This design comes from an exercise in tuning for small area and a short achievable clock period on the open sky130 flow, not from production work.
RTL that was checked went through simulation tests only; none was proved equivalent to the original.
Power is estimated from default activity; no workload was simulated.

==> v30 <==
Design SIMD, start of the top module:
module SIMD(clk,rst,opcode,funct3,funct7,rd_data1,rd_data2,rd_data3,w_add,immed,instrc_add,wr_add,wr_data);
==> flow/config.mk <==
export PLATFORM = sky130hd
export DESIGN_NAME = SIMD
export DESIGN_NICKNAME = SIMD
export VERILOG_FILES = /design/flow/design.v
export SDC_FILE = /design/flow/constraint.sdc
export NUM_CORES = 4
export LEC_CHECK = 0
export CAP_MARGIN = 20
export CORE_MARGIN = 2
export CORE_UTILIZATION = 40
export SETUP_SLACK_MARGIN = 3
export SLEW_MARGIN = 20
export SYNTH_HIERARCHICAL = 1
export SYNTH_MINIMUM_KEEP_SIZE = 0
==> flow/constraint.sdc <==
create_clock -name core_clock -period 10.6 [get_ports {clk}]
set_input_delay 2.1200 -clock core_clock [delete_from_list [all_inputs] [get_ports {clk}]]
set_output_delay 2.1200 -clock core_clock [all_outputs]
set_load 0.01 [all_outputs]
run.sh (not shown) runs the stock make flow with config.mk's settings and CLKGATE_MAP_FILE= SYNTH_SCRIPT=/design/flow/synth_recipe.tcl, a recipe that flattens the netlist after the stock synthesis.
==> v1: changes against v30 <==
--- a/flow/design.v
+++ b/flow/design.v
@@ -625,34 +625,27 @@
         pc <= pc + 5'd1;
         wr_add_r <= w_add;
     end
 end
 assign instrc_add = {pc, 2'b00};
 assign wr_add = wr_add_r;
-wire [31:0] nx = tx | {16'h0000, lres};
-reg [31:0] rx, ry;
-reg r_k8, r_k16;
-reg [5:0] rsel;
 wire lov = op_add | op_sub | op_mul | op_madd;
-always @(posedge clk) begin
-    rx <= nx;
-    ry <= ty;
-    r_k8 <= p8;
-    r_k16 <= p16;
-    if (!rst) rsel <= 6'd0;
-    else rsel <= {m4 & hi, m4 & lov, m8 & hi, m8 & lov, m16 & hi, lg | (m16 & lov)};
-end
-wire [34:0] gx = {rx[31:24], r_k8, rx[23:16], r_k16, rx[15:8], r_k8, rx[7:0]};
-wire [34:0] gy = {ry[31:24], 1'b0, ry[23:16], 1'b0, ry[15:8], 1'b0, ry[7:0]};
+wire [34:0] gx = {tx[31:24], p8, tx[23:16], p16, tx[15:8], p8, tx[7:0]};
+wire [34:0] gy = {ty[31:24], 1'b0, ty[23:16], 1'b0, ty[15:8], 1'b0, ty[7:0]};
 wire [34:0] gs = gx + gy;
 wire [31:0] P = {gs[34:27], gs[25:18], gs[16:9], gs[7:0]};
-wire [15:0] res = ({16{rsel[0]}} & P[15:0]) | ({16{rsel[1]}} & P[31:16]) |
-                  ({16{rsel[2]}} & {P[23:16], P[7:0]}) | ({16{rsel[3]}} & {P[31:24], P[15:8]}) |
-                  ({16{rsel[4]}} & {P[27:24], P[19:16], P[11:8], P[3:0]}) |
-                  ({16{rsel[5]}} & {P[31:28], P[23:20], P[15:12], P[7:4]});
-assign wr_data = res;
+wire [15:0] res = ({16{m16 & lov}} & P[15:0]) | ({16{m16 & hi}} & P[31:16]) |
+                  ({16{m8 & lov}} & {P[23:16], P[7:0]}) | ({16{m8 & hi}} & {P[31:24], P[15:8]}) |
+                  ({16{m4 & lov}} & {P[27:24], P[19:16], P[11:8], P[3:0]}) |
+                  ({16{m4 & hi}} & {P[31:28], P[23:20], P[15:12], P[7:4]});
+reg [15:0] wr_data_r;
+always @(posedge clk) begin
+    if (!rst) wr_data_r <= 16'h0000;
+    else wr_data_r <= res | lres;
+end
+assign wr_data = wr_data_r;
 endmodule
 module SIMD_fa(input a, input b, input c, output s, output co);
 assign s = a ^ b ^ c;
 assign co = (a & b) | (c & (a ^ b));
 endmodule
 module SIMD_ha(input a, input b, output s, output co);
- SETUP_SLACK_MARGIN: 3 -> default
==> v19: changes against v30 <==
- SETUP_SLACK_MARGIN: 3 -> 5
==> v4: changes against v30 <==
- SETUP_SLACK_MARGIN: 3 -> default
==> qor summary <==
	v19	v1	v4	v30
Number of flip-flops and latches in the synthesized netlist	82	26	82	82
Number of fill cells in the layout	3,179	3,279	3,408	3,397
Non-clock buffer total of the final layout	221	151	133	137
Library cells used by synthesis	79	73	79	79
Cell area after placement	16,000 um2	14,600 um2	15,700 um2	15,700 um2
Reported leakage power	8.27 nW	7.01 nW	7.64 nW	7.68 nW
Adder and majority gate portion of the synthesized area	0.404	0.439	0.404	0.404
Critical path's most frequent cell	fa_2	fa_1	fa_1	fa_1
Critical path depth	16	25	14	14
Antenna violations before repair	2	1	1	1
Proportion of synthesized chip area in sequential cells	0.116	0.0398	0.116	0.116
Data required time of the critical path	10.81 ns	10.76 ns	10.84 ns	10.83 ns
Clock latency reported for the late side of the worst-skew pair	0.34 ns	0.26 ns	0.35 ns	0.35 ns
Time the worst path needs with I/O delays and setup	6.30 ns	9.69 ns	8.50 ns	7.32 ns
Total number of placement rows	68	66	68	68
Taps Inserted	455	442	455	455
Met2 WL	24.8 mm	24.1 mm	22.8 mm	22.9 mm
Part of the power in the clock network	0.173	0.078	0.167	0.166
Power per Cell Area	114 nW/um2	98.3 nW/um2	113 nW/um2	113 nW/um2
Clock skew	0.000649 ns	0.000472 ns	0.00258 ns	0.00332 ns
Global-route track usage on met1	0.422	0.440	0.420	0.423
Clock network contribution to total cell area	0.0183	0.00714	0.0176	0.0175
Status	timing/DRC/antenna clean	timing/DRC/antenna clean	timing/DRC/antenna clean	timing/DRC/antenna clean
Switching power	0.930 mW	0.833 mW	0.839 mW	0.841 mW
Slew at the pin closest to its max-slew limit	1.03 ns	1.11 ns	1.16 ns	1.10 ns
Worst VDD drop	0.0000762 V	0.0000677 V	0.0000855 V	0.0000875 V
Function was not checked in any run of this note: the RTL went through the layout flow alone.

---

==> job 4007 <==
Another version of the RTL of SIMD (not shown whole).
clock: 10.6 ns
lec_check: 0
cap_margin: 20
core_margin: 2
core_utilization: 60
setup_slack_margin: 4
slew_margin: 20
synth_hierarchical: 1
synth_minimum_keep_size: 0
standard.sh (not shown) runs the stock make flow with config.mk's settings and CLKGATE_MAP_FILE= SYNTH_SCRIPT=/design/flow/synth_recipe.tcl, a recipe that flattens the netlist after the stock synthesis.
==> flow/flow/run.sh <==
#!/bin/bash
# The standard layout; synthesis is the standard one, unchanged. After it:
#  - the port buffers that placement inserts start as buf_1 instead of the
#    default delay buffer (the resizer still sizes them as timing needs);
#  - the resizer may swap a cell for one of another footprint;
#  - the resizer may not use the delay cells and the low-power inverters
#    (added to the platform's don't-use list).
set -e
bash standard.sh synth > synth.log 2>&1
DU="sky130_fd_sc_hd__probe_p_8 sky130_fd_sc_hd__probec_p_8 sky130_fd_sc_hd__lpflow_bleeder_1 sky130_fd_sc_hd__lpflow_clkbufkapwr_1 sky130_fd_sc_hd__lpflow_clkbufkapwr_16 sky130_fd_sc_hd__lpflow_clkbufkapwr_2 sky130_fd_sc_hd__lpflow_clkbufkapwr_4 sky130_fd_sc_hd__lpflow_clkbufkapwr_8 sky130_fd_sc_hd__lpflow_clkinvkapwr_1 sky130_fd_sc_hd__lpflow_clkinvkapwr_16 sky130_fd_sc_hd__lpflow_clkinvkapwr_2 sky130_fd_sc_hd__lpflow_clkinvkapwr_4 sky130_fd_sc_hd__lpflow_clkinvkapwr_8 sky130_fd_sc_hd__lpflow_decapkapwr_12 sky130_fd_sc_hd__lpflow_decapkapwr_3 sky130_fd_sc_hd__lpflow_decapkapwr_4 sky130_fd_sc_hd__lpflow_decapkapwr_6 sky130_fd_sc_hd__lpflow_decapkapwr_8 sky130_fd_sc_hd__lpflow_inputiso0n_1 sky130_fd_sc_hd__lpflow_inputiso0p_1 sky130_fd_sc_hd__lpflow_inputiso1n_1 sky130_fd_sc_hd__lpflow_inputiso1p_1 sky130_fd_sc_hd__lpflow_inputisolatch_1 sky130_fd_sc_hd__lpflow_isobufsrc_1 sky130_fd_sc_hd__lpflow_isobufsrc_16 sky130_fd_sc_hd__lpflow_isobufsrc_2 sky130_fd_sc_hd__lpflow_isobufsrc_4 sky130_fd_sc_hd__lpflow_isobufsrc_8 sky130_fd_sc_hd__lpflow_isobufsrckapwr_16 sky130_fd_sc_hd__lpflow_lsbuf_lh_hl_isowell_tap_1 sky130_fd_sc_hd__lpflow_lsbuf_lh_hl_isowell_tap_2 sky130_fd_sc_hd__lpflow_lsbuf_lh_hl_isowell_tap_4 sky130_fd_sc_hd__lpflow_lsbuf_lh_isowell_4 sky130_fd_sc_hd__lpflow_lsbuf_lh_isowell_tap_1 sky130_fd_sc_hd__lpflow_lsbuf_lh_isowell_tap_2 sky130_fd_sc_hd__lpflow_lsbuf_lh_isowell_tap_4"
DU="$DU sky130_fd_sc_hd__clkdlybuf4s15_1 sky130_fd_sc_hd__clkdlybuf4s15_2 sky130_fd_sc_hd__clkdlybuf4s18_1 sky130_fd_sc_hd__clkdlybuf4s18_2 sky130_fd_sc_hd__clkdlybuf4s25_1 sky130_fd_sc_hd__clkdlybuf4s25_2 sky130_fd_sc_hd__clkdlybuf4s50_1 sky130_fd_sc_hd__clkdlybuf4s50_2 sky130_fd_sc_hd__dlygate4sd1_1 sky130_fd_sc_hd__dlygate4sd2_1 sky130_fd_sc_hd__dlygate4sd3_1 sky130_fd_sc_hd__dlymetal6s2s_1 sky130_fd_sc_hd__dlymetal6s4s_1 sky130_fd_sc_hd__dlymetal6s6s_1 sky130_fd_sc_hd__clkinvlp_2 sky130_fd_sc_hd__clkinvlp_4"
export BUFFER_PORTS_ARGS="-buffer_cell sky130_fd_sc_hd__buf_1"
bash standard.sh MATCH_CELL_FOOTPRINT=0 "DONT_USE_CELLS=$DU" finish > layout.log 2>&1
==> job 4357: changes against job 4007 <==
==> flow/flow/run.sh (replaced) <==
#!/bin/bash
# The standard layout with two changes after synthesis (which is the
# standard one, unchanged): the port buffers that placement inserts start as
# buf_1 instead of the default delay buffer, and the resizer may swap a cell
# for one of another footprint.
set -e
bash standard.sh synth > synth.log 2>&1
export BUFFER_PORTS_ARGS="-buffer_cell sky130_fd_sc_hd__buf_1"
bash standard.sh MATCH_CELL_FOOTPRINT=0 finish > layout.log 2>&1
- CORE_UTILIZATION: 60 -> 67
==> job 7225: changes against job 4007 <==
==> flow/flow/run.sh (replaced) <==
#!/bin/bash
# The standard layout with two changes after synthesis (which is the
# standard one, unchanged): the port buffers that placement inserts start as
# buf_1 instead of the default delay buffer, and the resizer may swap a cell
# for one of another footprint.
set -e
bash standard.sh synth > synth.log 2>&1
export BUFFER_PORTS_ARGS="-buffer_cell sky130_fd_sc_hd__buf_1"
bash standard.sh MATCH_CELL_FOOTPRINT=0 finish > layout.log 2>&1
- CORE_UTILIZATION: 60 -> 50
==> job 6190: changes against job 4007 <==
==> flow/flow/run.sh (replaced) <==
#!/bin/bash
# The standard layout with two changes after synthesis (which is the
# standard one, unchanged): the port buffers that placement inserts start as
# buf_1 instead of the default delay buffer, and the resizer may swap a cell
# for one of another footprint.
set -e
bash standard.sh synth > synth.log 2>&1
export BUFFER_PORTS_ARGS="-buffer_cell sky130_fd_sc_hd__buf_1"
bash standard.sh MATCH_CELL_FOOTPRINT=0 finish > layout.log 2>&1
- SETUP_SLACK_MARGIN: 4 -> 3.5
==> comparison table <==
metric	job 4007	job 4357	job 6190	job 7225
Status	timing/DRC/antenna clean	timing/DRC/antenna clean	timing/DRC/antenna clean	timing/DRC/antenna clean
Pwr Total	1.79 mW	1.84 mW	1.75 mW	1.77 mW
Fraction of the cycle the final worst path needs	0.630	0.633	0.652	0.626
Multi-In Gates	1101	1100	1100	1100
FF-to-FF setup slack	9.55 ns	9.53 ns	9.56 ns	9.55 ns
Proportion of power drawn by the clock network	0.172	0.194	0.167	0.168
Portion of the layout cell area used by non-clock buffers	0.0401	0.0442	0.0414	0.0446
Final Core Density	0.661	0.742	0.655	0.546
Global-route met1 utilization	0.526	0.556	0.523	0.467
Final clock-cell share	0.0218	0.0246	0.0206	0.0203
Initial core utilization	0.614	0.688	0.614	0.505
Sum of met3 wire segment lengths after detailed routing	5950 um	6320 um	5960 um	5650 um
Detailed-routed wire length on met2	18500 um	19100 um	18600 um	19000 um
Number of global-route vias before repair	11200	11300	11100	11200
Metal1 wirelength	17200 um	15800 um	16800 um	18300 um
Highest metal layer used by the detailed router	met5	met5	met4	met4
DPL Wire Length	33600 um	32500 um	33100 um	34300 um
Multi-input gate share of the layout cell area	0.777	0.771	0.776	0.769
Top fanout value on the critical path	11	11	16	11
Switch share	0.448	0.439	0.445	0.448
Core Area	21200 um^2	18900 um^2	21200 um^2	25800 um^2

---

==> inputs of trial 81 <==
SIMD, a different RTL version from the one above (not shown whole).
clock: 10.6 ns
lec_check: 0
cap_margin: 20
core_margin: 2
core_utilization: 60
place_density: 0.75
setup_slack_margin: 4
slew_margin: 20
synth_hierarchical: 1
synth_minimum_keep_size: 0
==> flow/flow/run.sh <==
#!/bin/bash
# The standard layout with two changes after synthesis (which is the
# standard one, unchanged): the port buffers that placement inserts start as
# buf_1 instead of the default delay buffer, and the resizer may swap a cell
# for one of another footprint.
set -e
bash standard.sh synth > synth.log 2>&1
export BUFFER_PORTS_ARGS="-buffer_cell sky130_fd_sc_hd__buf_1"
bash standard.sh MATCH_CELL_FOOTPRINT=0 finish > layout.log 2>&1
==> inputs of trial 95, as changes to trial 81 <==
==> flow/flow/run.sh (replaced) <==
#!/bin/bash
# The standard layout, with one change: the port buffers that placement
# inserts start as buf_1 instead of the default delay buffer (the resizer
# still sizes them as timing needs). Synthesis is the standard one, unchanged.
set -e
bash standard.sh synth > synth.log 2>&1
export BUFFER_PORTS_ARGS="-buffer_cell sky130_fd_sc_hd__buf_1"
bash standard.sh > layout.log 2>&1
--- a/flow/config.mk
+++ b/flow/config.mk
@@ -8,7 +8,6 @@
 export CAP_MARGIN = 20
 export CORE_MARGIN = 2
 export CORE_UTILIZATION = 60
-export PLACE_DENSITY = 0.75
 export SETUP_SLACK_MARGIN = 4
 export SLEW_MARGIN = 20
 export SYNTH_HIERARCHICAL = 1
==> inputs of build 39, as changes to trial 81 <==
==> flow/flow/run.sh (replaced) <==
#!/bin/bash
# The standard layout, with one change: the port buffers that placement
# inserts start as buf_1 instead of the default delay buffer (the resizer
# still sizes them as timing needs). Synthesis is the standard one, unchanged.
set -e
bash standard.sh synth > synth.log 2>&1
export BUFFER_PORTS_ARGS="-buffer_cell sky130_fd_sc_hd__buf_1"
export RECOVER_POWER=100
bash standard.sh > layout.log 2>&1
--- a/flow/config.mk
+++ b/flow/config.mk
@@ -8,7 +8,6 @@
 export CAP_MARGIN = 20
 export CORE_MARGIN = 2
 export CORE_UTILIZATION = 60
-export PLACE_DENSITY = 0.75
 export SETUP_SLACK_MARGIN = 4
 export SLEW_MARGIN = 20
 export SYNTH_HIERARCHICAL = 1
==> impl_metrics.env <==
export IMPL_layout_drive_gt1_share=0.0890
export IMPL_viasPerCell=6.48
export IMPL_max_stage_delay_ns=1.97
export IMPL_vias=11048
export IMPL_status="finished with violations"
export IMPL_critPathSlowestCell="clkbuf_1"
export IMPL_nonClkBufAreaFrac=0.0555
export IMPL_dpl_cell_area_sq_um=13700
export IMPL_seqPwrFrac=0.240
export IMPL_report_final_slew_viol_count=55
export IMPL_path_max_fanout=54
export IMPL_routedWlPerCell_um=26.9
export IMPL_dr_wl_met2_mm=19.3
export IMPL_crit_path_end="rx[15]$_DFF_P_"
export IMPL_cp_depth=13
export IMPL_postLayoutCellArea_sq_um=14300
export IMPL_num_antenna_cells=2
export IMPL_maxCapViolCount=2
export IMPL_stdcell_count=1704
export IMPL_so_violations="max-capacitance violations, max-slew violations"
export IMPL_fill_cells=1706
export IMPL_comb_power_mw=1.04
[end of results for build 39]
==> impl_metrics.env <==
export IMPL_nonClkBufAreaFrac=0.0556
export IMPL_cp_depth=15
export IMPL_fill_cells=1696
export IMPL_dr_wl_met2_mm=19.3
export IMPL_status="complete, no violations"
export IMPL_crit_path_end="rx[24]$_DFF_P_"
export IMPL_maxCapViolCount=0
export IMPL_critPathSlowestCell="fa_1"
export IMPL_max_stage_delay_ns=0.48
export IMPL_dpl_cell_area_sq_um=13700
export IMPL_seqPwrFrac=0.239
export IMPL_num_antenna_cells=0
export IMPL_stdcell_count=1702
[end of results for trial 95]
==> impl_metrics.env <==
export IMPL_status="complete, no violations"
export IMPL_dr_wl_met2_mm=18.5
export IMPL_nonClkBufAreaFrac=0.0588
export IMPL_fill_cells=1671
export IMPL_max_stage_delay_ns=0.77
export IMPL_path_max_fanout=14
export IMPL_critPathSlowestCell="buf_1"
export IMPL_maxCapViolCount=0
export IMPL_report_final_slew_viol_count=0
export IMPL_num_antenna_cells=2
export IMPL_vias=11146
export IMPL_cp_depth=10
export IMPL_viasPerCell=6.53
export IMPL_seqPwrFrac=0.241
[end of results for trial 81]
No run of this note included a check of the RTL's function; only the layout flow was run.

[what the ideal ports hide]
How much do the figures lean on ideal ports? The routed layouts below were timed once more, with nothing changed but the port constraints. Step 1 sets driving cells, clkbuf_16 on the clock port and buf_2 on the other inputs (assumed; they add their load-dependent delay and slew). Step 2 adds t to the input delays and takes it off the output delays; t is the mean of the earliest and latest rising clock arrival at the registers after step 1. Input paths then give back, and output paths get back, about the clock's delay inside the block. a / b / c = ideal ports / drivers / drivers and shift; a / b = the first two.
run | shift t [ns] | slack for setup (ns) | worst setup path at the end | worst register clock-pin slew, ns | worst data-port slew with drivers (ns)
v30 | 0.392 | 3.277 / 3.302 / 2.910 | input to register | 0.07 / 0.07 | 0.09
v1 | 0.296 | 0.914 / 0.907 / 0.611 | input to register | 0.07 / 0.07 | 0.05
v19 | 0.389 | 4.303 / 4.313 / 3.924 | input to register | 0.07 / 0.07 | 0.09
v4 | 0.392 | 2.099 / 2.125 / 1.733 | input to register | 0.07 / 0.07 | 0.09
job 4007 | 0.373 | 3.927 / 3.944 / 3.571 | input to register | 0.06 / 0.06 | 0.04
job 4357 | 0.374 | 3.894 / 3.913 / 3.539 | input to register | 0.06 / 0.06 | 0.04
job 7225 | 0.366 | 3.962 / 3.976 / 3.609 | input to register | 0.06 / 0.06 | 0.04
job 6190 | 0.370 | 3.690 / 3.718 / 3.347 | input to register | 0.06 / 0.06 | 0.04
trial 81 | 0.386 | 4.040 / 4.059 / 3.674 | input to register | 0.07 / 0.07 | 0.07
trial 95 | 0.393 | 4.055 / 4.078 / 3.685 | input to register | 0.07 / 0.07 | 0.06
build 39 | 0.392 | 2.434 / 2.466 / 2.074 | input to register | 0.07 / 0.07 | 0.06
For v19, which loses most, drivers alone change the setup slack by +0.010 ns; drivers and shift together by -0.379 ns.
